This design comes from an exercise in tuning for small area on the open sky130 flow, not from production work. Only simulation tests tie the RTL to the original design; equivalence was not proved. No driver is modelled on the clock port, so clocking that relies on it looks cheaper here than on a real chip. Power is estimated from default activity; no workload was simulated.

==> inputs of v3 <==
## top_stopwatch
module top_stopwatch(
    input clk,
    input reset,
    input i_btn_run,
    input i_btn_clear,
    input [1:0] i_btn_add,
    input [1:0] i_sw_mode,
    output [3:0] fnd_comm,
    output [7:0] fnd_font,
    output [3:0] led
    );
==> module btn_debounce, before the edit <==
module btn_debounce (
    input  clk,
    input  reset,
    input  i_tick,
    input  i_btn,
    output o_new
);
    reg [3:0] q;
    wire n0 = (i_tick & ~i_btn) | (q[0] & ~i_tick) | (~q[0] & ~q[1] & ~q[3] & i_tick) | (q[0] & q[3]);
    wire n1 = (q[1] & ~i_tick) | (~q[0] & i_tick & i_btn);
    wire n2 = (q[2] & ~i_tick) | (q[1] & i_tick & i_btn);
    wire n3 = (q[3] & ~i_tick) | (q[2] & i_tick & i_btn);
    always @(posedge clk, posedge reset) begin
        if (reset)
            q <= 4'b0001;
        else
            q <= {n3, n2, n1, n0};
    end
    assign o_new = q[2] & q[1] & ~q[3];
endmodule
==> module display, before the edit <==
module display (
    input clk, input reset, input [1:0] i_mode, input i_scan,
    input [6:0] wt_ms, input [5:0] wt_s, input [5:0] wt_m, input [4:0] wt_h,
    input [6:0] sw_ms, input [5:0] sw_s, input [5:0] sw_m, input [4:0] sw_h,
    output [3:0] fnd_comm, output [7:0] fnd_font, output [3:0] led
);
    reg [2:0] sel;
    always @(posedge clk, posedge reset) begin
        if (reset)
            sel <= 3'd0;
        else if (i_scan)
            sel <= sel + 3'd1;
    end
    assign fnd_comm = ~(4'b0001 << sel[1:0]);
    wire k_mode0 = i_mode[0] & ~sel[2];
    wire k_sel1  = sel[1] & ~sel[2];
    wire k_sel0  = sel[0] | sel[2];
    reg  [6:0] val;
    always @(*) begin
        case ({i_mode[1], k_mode0, k_sel1})
            3'b000: val = sw_ms;
            3'b001: val = {1'b0, sw_s};
            3'b010: val = {1'b0, sw_m};
            3'b011: val = {2'b00, sw_h};
            3'b100: val = wt_ms;
            3'b101: val = {1'b0, wt_s};
            3'b110: val = {1'b0, wt_m};
            default: val = {2'b00, wt_h};
        endcase
    end
    wire [3:0] tens = val / 7'd10;
    wire [6:0] ones = val - tens * 7'd10;
    wire [3:0] digit = k_sel0 ? tens : ones[3:0];
    reg [7:0] seg;
    always @(*) begin
        case (digit)
            4'd0: seg = 8'hC0;
            4'd1: seg = 8'hF9;
            4'd2: seg = 8'hA4;
            4'd3: seg = 8'hB0;
            4'd4: seg = 8'h99;
            4'd5: seg = 8'h92;
            4'd6: seg = 8'h82;
            4'd7: seg = 8'hF8;
            4'd8: seg = 8'h80;
            default: seg = 8'h90;
        endcase
    end
    wire dot = (sel[1:0] == 2'b10) & ~digit[3] & ~(digit[2] & (digit[1] | digit[0]));
    assign fnd_font = sel[2] ? {~dot, 7'h7F} : seg;
    assign led = 4'b0001 << i_mode;
endmodule
clock: 12.0 ns
lec_check: 0
cap_margin: 20
core_margin: 2
core_utilization: 80
slew_margin: 20
standard.sh (not shown) runs the stock make flow with config.mk's settings and CLKGATE_MAP_FILE= SYNTH_SCRIPT=/design/flow/synth_recipe.tcl, a recipe that flattens the netlist after the stock synthesis.
==> flow/flow/run.sh <==
#!/bin/bash
# Own layout flow: the standard flow (standard.sh) with
#  - the standard synthesis script, but without mapping adders to adder cells
#    before ABC (ADDER_MAP_FILE empty, no Kogge-Stone carry map), so that ABC
#    optimises the counters' incrementers with the rest of the logic, and ABC
#    run with area-oriented scripts
#    (flow/abc_*.abc) instead of ORFS's speed script: each is tried in its own
#    folder and the one giving the smallest cell area is kept; the registers
#    are the standard synthesis's, ABC maps only the logic between them;
#  - port buffers of the smallest buffer (buf_1) instead of the default;
#  - clock tree options from flow/cts_args.txt (no dummy loads), and its
#    buffers then downsized while clock pin slews stay low (flow/post_cts.tcl).
# Each tool's output goes to a log file in the work folder.
set -euo pipefail
W=$(pwd)
F=$W/flow

make_variant() {   # $1 = abc script, $2 = work home, $3 = output script name
  { sed "s#@ABC_SCRIPT@#$1#" "$F/abc_override.tcl"; cat "$W/synth_recipe.tcl"; } > "$W/$3.tcl"
  local extra="SYNTH_SCRIPT=$W/$3.tcl ADDER_MAP_FILE= 'SYNTH_OPERATIONS_ARGS=-no-rw-check'"
  extra="$extra 'BUFFER_PORTS_ARGS=-buffer_cell sky130_fd_sc_hd__buf_1'"
  extra="$extra 'CTS_ARGS=$(cat "$F/cts_args.txt")' POST_CTS_TCL=$F/post_cts.tcl"
  sed -e "s#SYNTH_SCRIPT=[^ ]*#$extra#" -e "s#WORK_HOME=[^ ]*#WORK_HOME=$2#" "$W/standard.sh" > "$W/$3.sh"
}

# try each ABC script
best=""; best_area=""
# at most NUM_CORES tries at a time
jobs_max=${NUM_CORES:-4}
for s in "$F"/abc_*.abc; do
  k=$(basename "$s" .abc)
  make_variant "$s" "$W/try_$k" "synth_$k"
  while (( $(jobs -rp | wc -l) >= jobs_max )); do sleep 1; done
  (bash "$W/synth_$k.sh" synth > "$W/log_synth_$k.txt" 2>&1 || true) &
done
wait || true
for s in "$F"/abc_*.abc; do
  k=$(basename "$s" .abc)
  st="$W/try_$k/reports/$FLOW_PLATFORM/top_stopwatch/base/synth_stat.txt"
  [[ -f $st ]] || continue
  a=$(grep "Chip area for module" "$st" | tail -1 | awk '{print $NF}')
  echo "$k $a" >> "$W/log_synth_areas.txt"
  if [[ -z $best_area ]] || awk -v a="$a" -v b="$best_area" 'BEGIN{exit !(a < b)}'; then
    best=$s; best_area=$a
  fi
done
echo "best: $best $best_area" >> "$W/log_synth_areas.txt"
[[ -n $best ]]

make_variant "$best" "$W/orfs" "own_standard"
# the kept synthesis is run again in the real work home: copy the chosen try
k=$(basename "$best" .abc)
cp -a "$W/try_$k/." "$W/orfs/"
rm -rf "$W"/try_abc_*
bash "$W/own_standard.sh" finish > "$W/log_layout.txt" 2>&1
==> flow/flow/abc_10.abc <==
strash
&get -n
&deepsyn -T 30 -S 6
&put
strash
&get -n
&dch -f
&nf -R 1000 -p -a -A 4
&put
==> flow/flow/abc_11.abc <==
strash
&get -n
&deepsyn -T 30 -S 7
&put
strash
&get -n
&dch -f
&nf -R 1000 -p -a -A 4
&put
==> flow/flow/abc_12.abc <==
strash
ifraig
scorr
dc2
strash
&get -n
&deepsyn -T 60 -S 3
&put
strash
dch -f
map -a
topo
strash
&get -n
&dch -f
&nf -R 1000 -p -C 32 -F 8
&put
==> flow/flow/abc_3.abc <==
strash
&get -n
&deepsyn -T 30 -S 4
&put
strash
dch -f
map -a
topo
strash
&get -n
&dch -f
&nf -R 1000
&put
==> flow/flow/abc_4.abc <==
strash
&get -n
&deepsyn -T 30 -S 1
&put
strash
dch -f
map -a
topo
strash
&get -n
&dch -f
&nf -R 1000
&put
==> flow/flow/abc_5.abc <==
strash
&get -n
&deepsyn -T 30 -S 1
&put
strash
&get -n
&dch -f
&nf -R 1000 -p -a -A 4
&put
==> flow/flow/abc_6.abc <==
strash
&get -n
&deepsyn -T 30 -S 4
&put
strash
dch -f
map -a
topo
strash
&get -n
&dch -f
&nf -R 1000 -p -C 32 -F 8
&put
==> flow/flow/abc_7.abc <==
strash
&get -n
&deepsyn -T 30 -S 4
&put
strash
&get -n
&dch -f
&nf -R 1000 -p -a -A 4
&put
==> flow/flow/abc_8.abc <==
strash
ifraig
scorr
dc2
strash
&get -n
&deepsyn -T 30 -S 2
&put
strash
dch -f
map -a
topo
strash
&get -n
&dch -f
&nf -R 1000 -p
&put
==> flow/flow/abc_9.abc <==
strash
&get -n
&deepsyn -T 30 -S 5
&put
strash
&get -n
&dch -f
&nf -R 1000 -p -a -A 4
&put
==> flow/flow/post_cts.tcl <==
proc clk_pin_worst_slew {} {
  set worst 0
  foreach pin [get_pins -hierarchical */CLK] {
    foreach p {slew_max_rise slew_max_fall} {
      set s [get_property $pin $p]
      if {$s > $worst} { set worst $s }
    }
  }
  return $worst
}

proc downsize_clock_buffers {target} {
  set sizes {sky130_fd_sc_hd__clkbuf_1 sky130_fd_sc_hd__clkbuf_2 sky130_fd_sc_hd__clkbuf_4
             sky130_fd_sc_hd__clkbuf_8 sky130_fd_sc_hd__clkbuf_16}
  estimate_parasitics -placement
  foreach inst [[ord::get_db_block] getInsts] {
    set name [$inst getName]
    if {![string match "clkbuf_*" $name]} continue
    set i [lsearch -exact $sizes [[$inst getMaster] getName]]
    if {$i <= 0} continue
    for {set j [expr {$i - 1}]} {$j >= 0} {incr j -1} {
      set cur [[$inst getMaster] getName]
      replace_cell [get_cells $name] [lindex $sizes $j]
      estimate_parasitics -placement
      if {[clk_pin_worst_slew] > $target} {
        replace_cell [get_cells $name] $cur
        estimate_parasitics -placement
        break
      }
    }
  }
  puts "clock buffers downsized; worst clock pin slew [clk_pin_worst_slew] ns"
}

downsize_clock_buffers 0.115
Other scripts of this flow, unchanged in this note and not shown: flow/flow/abc_1.abc, flow/flow/abc_2.abc, flow/flow/abc_override.tcl, flow/flow/cts_args.txt
==> v19: changes against v3 <==
--- a/flow/design.v
+++ b/flow/design.v
@@ -6,17 +6,15 @@
     output o_new
 );
     reg [3:0] q;
-    wire n0 = (i_tick & ~i_btn) | (q[0] & ~i_tick) | (~q[0] & ~q[1] & ~q[3] & i_tick) | (q[0] & q[3]);
-    wire n1 = (q[1] & ~i_tick) | (~q[0] & i_tick & i_btn);
-    wire n2 = (q[2] & ~i_tick) | (q[1] & i_tick & i_btn);
-    wire n3 = (q[3] & ~i_tick) | (q[2] & i_tick & i_btn);
+    wire g = ~((~q[3] & ~q[2] & q[1] & q[0]) | (q[3] & q[2] & ~q[1]));
+    wire step = i_tick & i_btn;
     always @(posedge clk, posedge reset) begin
         if (reset)
-            q <= 4'b0001;
+            q <= 4'b0000;
         else
-            q <= {n3, n2, n1, n0};
+            q <= ({4{step}} & {q[2:0], g}) | ({4{~i_tick}} & q);
     end
-    assign o_new = q[2] & q[1] & ~q[3];
+    assign o_new = ~q[3] & q[2] & q[1] & q[0];
 endmodule
 module top_stopwatch(
     input clk,
@@ -152,12 +150,10 @@
             sel <= sel + 3'd1;
     end
     assign fnd_comm = ~(4'b0001 << sel[1:0]);
-    wire k_mode0 = i_mode[0] & ~sel[2];
-    wire k_sel1  = sel[1] & ~sel[2];
-    wire k_sel0  = sel[0] | sel[2];
+    wire [6:0] ms = i_mode[1] ? wt_ms : sw_ms;
     reg  [6:0] val;
     always @(*) begin
-        case ({i_mode[1], k_mode0, k_sel1})
+        case ({i_mode, sel[1]})
             3'b000: val = sw_ms;
             3'b001: val = {1'b0, sw_s};
             3'b010: val = {1'b0, sw_m};
@@ -168,9 +164,7 @@
             default: val = {2'b00, wt_h};
         endcase
     end
-    wire [3:0] tens = val / 7'd10;
-    wire [6:0] ones = val - tens * 7'd10;
-    wire [3:0] digit = k_sel0 ? tens : ones[3:0];
+    wire [3:0] digit = sel[0] ? val / 7'd10 : val % 7'd10;
     reg [7:0] seg;
     always @(*) begin
         case (digit)
@@ -186,7 +180,8 @@
             default: seg = 8'h90;
         endcase
     end
-    wire dot = (sel[1:0] == 2'b10) & ~digit[3] & ~(digit[2] & (digit[1] | digit[0]));
+    wire ms_lt50 = ~ms[6] & ~(ms[5] & ms[4] & (ms[3] | ms[2] | ms[1]));
+    wire dot = (sel[1:0] == 2'b10) & ms_lt50;
     assign fnd_font = sel[2] ? {~dot, 7'h7F} : seg;
     assign led = 4'b0001 << i_mode;
 endmodule
==> flow/flow/run.sh (replaced) <==
#!/bin/bash
# Own layout flow: the standard flow (standard.sh) with
#  - the standard synthesis script, but ABC run with area-oriented scripts
#    (flow/abc_*.abc) instead of ORFS's speed script: each is tried in its own
#    folder and the one giving the smallest cell area is kept; the registers
#    are the standard synthesis's, ABC maps only the logic between them;
#  - port buffers of the smallest buffer (buf_1) instead of the default;
#  - clock tree options from flow/cts_args.txt (no dummy loads).
# Each tool's output goes to a log file in the work folder.
set -euo pipefail
W=$(pwd)
F=$W/flow

make_variant() {   # $1 = abc script, $2 = work home, $3 = output script name
  { sed "s#@ABC_SCRIPT@#$1#" "$F/abc_override.tcl"; cat "$W/synth_recipe.tcl"; } > "$W/$3.tcl"
  local extra="SYNTH_SCRIPT=$W/$3.tcl"
  extra="$extra 'BUFFER_PORTS_ARGS=-buffer_cell sky130_fd_sc_hd__buf_1'"
  extra="$extra 'CTS_ARGS=$(cat "$F/cts_args.txt")'"
  sed -e "s#SYNTH_SCRIPT=[^ ]*#$extra#" -e "s#WORK_HOME=[^ ]*#WORK_HOME=$2#" "$W/standard.sh" > "$W/$3.sh"
}

# try each ABC script
best=""; best_area=""
pids=()
for s in "$F"/abc_*.abc; do
  k=$(basename "$s" .abc)
  make_variant "$s" "$W/try_$k" "synth_$k"
  (bash "$W/synth_$k.sh" synth > "$W/log_synth_$k.txt" 2>&1 || true) &
  pids+=($!)
done
wait "${pids[@]}" || true
for s in "$F"/abc_*.abc; do
  k=$(basename "$s" .abc)
  st="$W/try_$k/reports/$FLOW_PLATFORM/top_stopwatch/base/synth_stat.txt"
  [[ -f $st ]] || continue
  a=$(grep "Chip area for module" "$st" | tail -1 | awk '{print $NF}')
  echo "$k $a" >> "$W/log_synth_areas.txt"
  if [[ -z $best_area ]] || awk -v a="$a" -v b="$best_area" 'BEGIN{exit !(a < b)}'; then
    best=$s; best_area=$a
  fi
done
echo "best: $best $best_area" >> "$W/log_synth_areas.txt"
[[ -n $best ]]

make_variant "$best" "$W/orfs" "own_standard"
# the kept synthesis is run again in the real work home: copy the chosen try
k=$(basename "$best" .abc)
cp -a "$W/try_$k/." "$W/orfs/"
rm -rf "$W"/try_abc_*
bash "$W/own_standard.sh" finish > "$W/log_layout.txt" 2>&1
==> flow/flow/abc_3.abc (replaced) <==
strash
ifraig
scorr
dc2
strash
&get -n
&deepsyn -T 20
&put
dch -f
map -a
topo
==> flow/flow/abc_4.abc (replaced) <==
strash
ifraig
scorr
dc2
dretime
strash
&get -n
&dch -f
&nf -R 1000
&put
strash
&get -n
&dch -f
&nf -R 1000
&put
- CORE_UTILIZATION: 80 -> 60
removed: flow/flow/abc_10.abc
removed: flow/flow/abc_11.abc
removed: flow/flow/abc_12.abc
removed: flow/flow/abc_5.abc
removed: flow/flow/abc_6.abc
removed: flow/flow/abc_7.abc
removed: flow/flow/abc_8.abc
removed: flow/flow/abc_9.abc
removed: flow/flow/post_cts.tcl
==> v7: changes against v3 <==
--- a/flow/design.v
+++ b/flow/design.v
@@ -6,17 +6,15 @@
     output o_new
 );
     reg [3:0] q;
-    wire n0 = (i_tick & ~i_btn) | (q[0] & ~i_tick) | (~q[0] & ~q[1] & ~q[3] & i_tick) | (q[0] & q[3]);
-    wire n1 = (q[1] & ~i_tick) | (~q[0] & i_tick & i_btn);
-    wire n2 = (q[2] & ~i_tick) | (q[1] & i_tick & i_btn);
-    wire n3 = (q[3] & ~i_tick) | (q[2] & i_tick & i_btn);
+    wire g = ~((~q[3] & ~q[2] & q[1] & q[0]) | (q[3] & q[2] & ~q[1]));
+    wire step = i_tick & i_btn;
     always @(posedge clk, posedge reset) begin
         if (reset)
-            q <= 4'b0001;
+            q <= 4'b0000;
         else
-            q <= {n3, n2, n1, n0};
+            q <= ({4{step}} & {q[2:0], g}) | ({4{~i_tick}} & q);
     end
-    assign o_new = q[2] & q[1] & ~q[3];
+    assign o_new = ~q[3] & q[2] & q[1] & q[0];
 endmodule
 module top_stopwatch(
     input clk,
@@ -168,9 +166,7 @@
             default: val = {2'b00, wt_h};
         endcase
     end
-    wire [3:0] tens = val / 7'd10;
-    wire [6:0] ones = val - tens * 7'd10;
-    wire [3:0] digit = k_sel0 ? tens : ones[3:0];
+    wire [3:0] digit = k_sel0 ? val / 7'd10 : val % 7'd10;
     reg [7:0] seg;
     always @(*) begin
         case (digit)
--- a/flow/flow/run.sh
+++ b/flow/flow/run.sh
@@ -1,9 +1,6 @@
 #!/bin/bash
 # Own layout flow: the standard flow (standard.sh) with
-#  - the standard synthesis script, but without mapping adders to adder cells
-#    before ABC (ADDER_MAP_FILE empty, no Kogge-Stone carry map), so that ABC
-#    optimises the counters' incrementers with the rest of the logic, and ABC
-#    run with area-oriented scripts
+#  - the standard synthesis script, but ABC run with area-oriented scripts
 #    (flow/abc_*.abc) instead of ORFS's speed script: each is tried in its own
 #    folder and the one giving the smallest cell area is kept; the registers
 #    are the standard synthesis's, ABC maps only the logic between them;
@@ -17,7 +14,7 @@
 
 make_variant() {   # $1 = abc script, $2 = work home, $3 = output script name
   { sed "s#@ABC_SCRIPT@#$1#" "$F/abc_override.tcl"; cat "$W/synth_recipe.tcl"; } > "$W/$3.tcl"
-  local extra="SYNTH_SCRIPT=$W/$3.tcl ADDER_MAP_FILE= 'SYNTH_OPERATIONS_ARGS=-no-rw-check'"
+  local extra="SYNTH_SCRIPT=$W/$3.tcl"
   extra="$extra 'BUFFER_PORTS_ARGS=-buffer_cell sky130_fd_sc_hd__buf_1'"
   extra="$extra 'CTS_ARGS=$(cat "$F/cts_args.txt")' POST_CTS_TCL=$F/post_cts.tcl"
   sed -e "s#SYNTH_SCRIPT=[^ ]*#$extra#" -e "s#WORK_HOME=[^ ]*#WORK_HOME=$2#" "$W/standard.sh" > "$W/$3.sh"
- CORE_UTILIZATION: 80 -> 85
removed: flow/flow/abc_10.abc
removed: flow/flow/abc_11.abc
removed: flow/flow/abc_12.abc
removed: flow/flow/abc_9.abc
==> comparison table <==
| metric | v3 | v7 | v19 |
|---|---|---|---|
| NumNets Final | 414 | - | 466 |
| Share of the core filled with cells | 88.5% | - | 67.3% |
| Final cell area excluding filler cells | 0.00385 mm² | - | 0.00430 mm² |
| Cell Pwr Density | 107 mW/mm² | - | 106 mW/mm² |
| Switching component of the power | 0.0984 mW | - | 0.115 mW |
| Accumulated negative setup slack | 0 ns | - | 0 ns |
| Global routing's busiest layer | met2 | - | met2 |
| RR Startpoint | U_tb.o_ms[0] | - | U_tb.o_ms[5] |
| DRT Pass-1 Iters | 7 | - | 5 |
| Die W | 71.0 µm | 72.3 µm | 85.5 µm |
| Mean instance size in the synthesized netlist | 9.71 µm² | 9.89 µm² | 9.83 µm² |
| Data arrival time of the critical path | 6.60 ns | - | 6.86 ns |
| Clock network power consumption | 0.134 mW | - | 0.151 mW |
| Compound-gate portion of the synthesized area | 20.2% | 19.0% | 19.1% |
| Maximum Capacitance Violations | 0 | - | 0 |
| Die Ht | 71.0 µm | 72.3 µm | 85.5 µm |
| Multi-input gate share of the layout cell area | 42.0% | - | 46.0% |
| 1st-iter DRT viols | 395 | - | 272 |
| Antenna violations before repair | 0 | - | 0 |
| Number of instances in the synthesized netlist | 370 | 401 | 405 |
| Run status | no timing/DRC/antenna violations | stopped before the end | no timing/DRC/antenna violations |
| Stage where the flow stopped | - | 3_1_place_gp_skip_io | - |
| I/O Buffers | 23 | - | 23 |
| Effective utilization at floorplan | 82.5% | 89.9% | 62.4% |
| Xor/xnor cell area share of the yosys netlist | 3.17% | 2.21% | 2.64% |

## what the ideal ports hide
In the flow no input, the clock included, has a driving cell. The finished layouts below were timed again as built, in two steps.
Step 1 (the two cells are an assumption about what drives the block):
set clk [get_ports {clk}]
set_driving_cell -lib_cell sky130_fd_sc_hd__clkbuf_16 $clk
set_driving_cell -lib_cell sky130_fd_sc_hd__buf_2 [delete_from_list [all_inputs] $clk]
Step 2 times the ports against the registers' clock, not the clock port: input delays grow and output delays shrink by t, the midpoint of the rising clock arrivals with the driver on.
Slacks: ideal / step 1 / step 2; pairs: ideal / step 1.
| run | t, ns | slack for setup (ns) | worst register clock-pin slew, ns | worst data-port slew with drivers (ns) | cell pins on the clock port's net |
|---|---|---|---|---|---|
| v3 | 0.833 | 3.000 / 2.976 / 2.976 | 0.12 / 0.12 | 0.04 | 1 |
| v19 | 0.375 | 2.740 / 2.718 / 2.718 | 0.08 / 0.08 | 0.04 | 1 |
After both steps every run listed still meets setup and hold. For v3, which loses most, drivers alone change the setup slack by -0.024 ns; drivers and shift together by -0.024 ns.
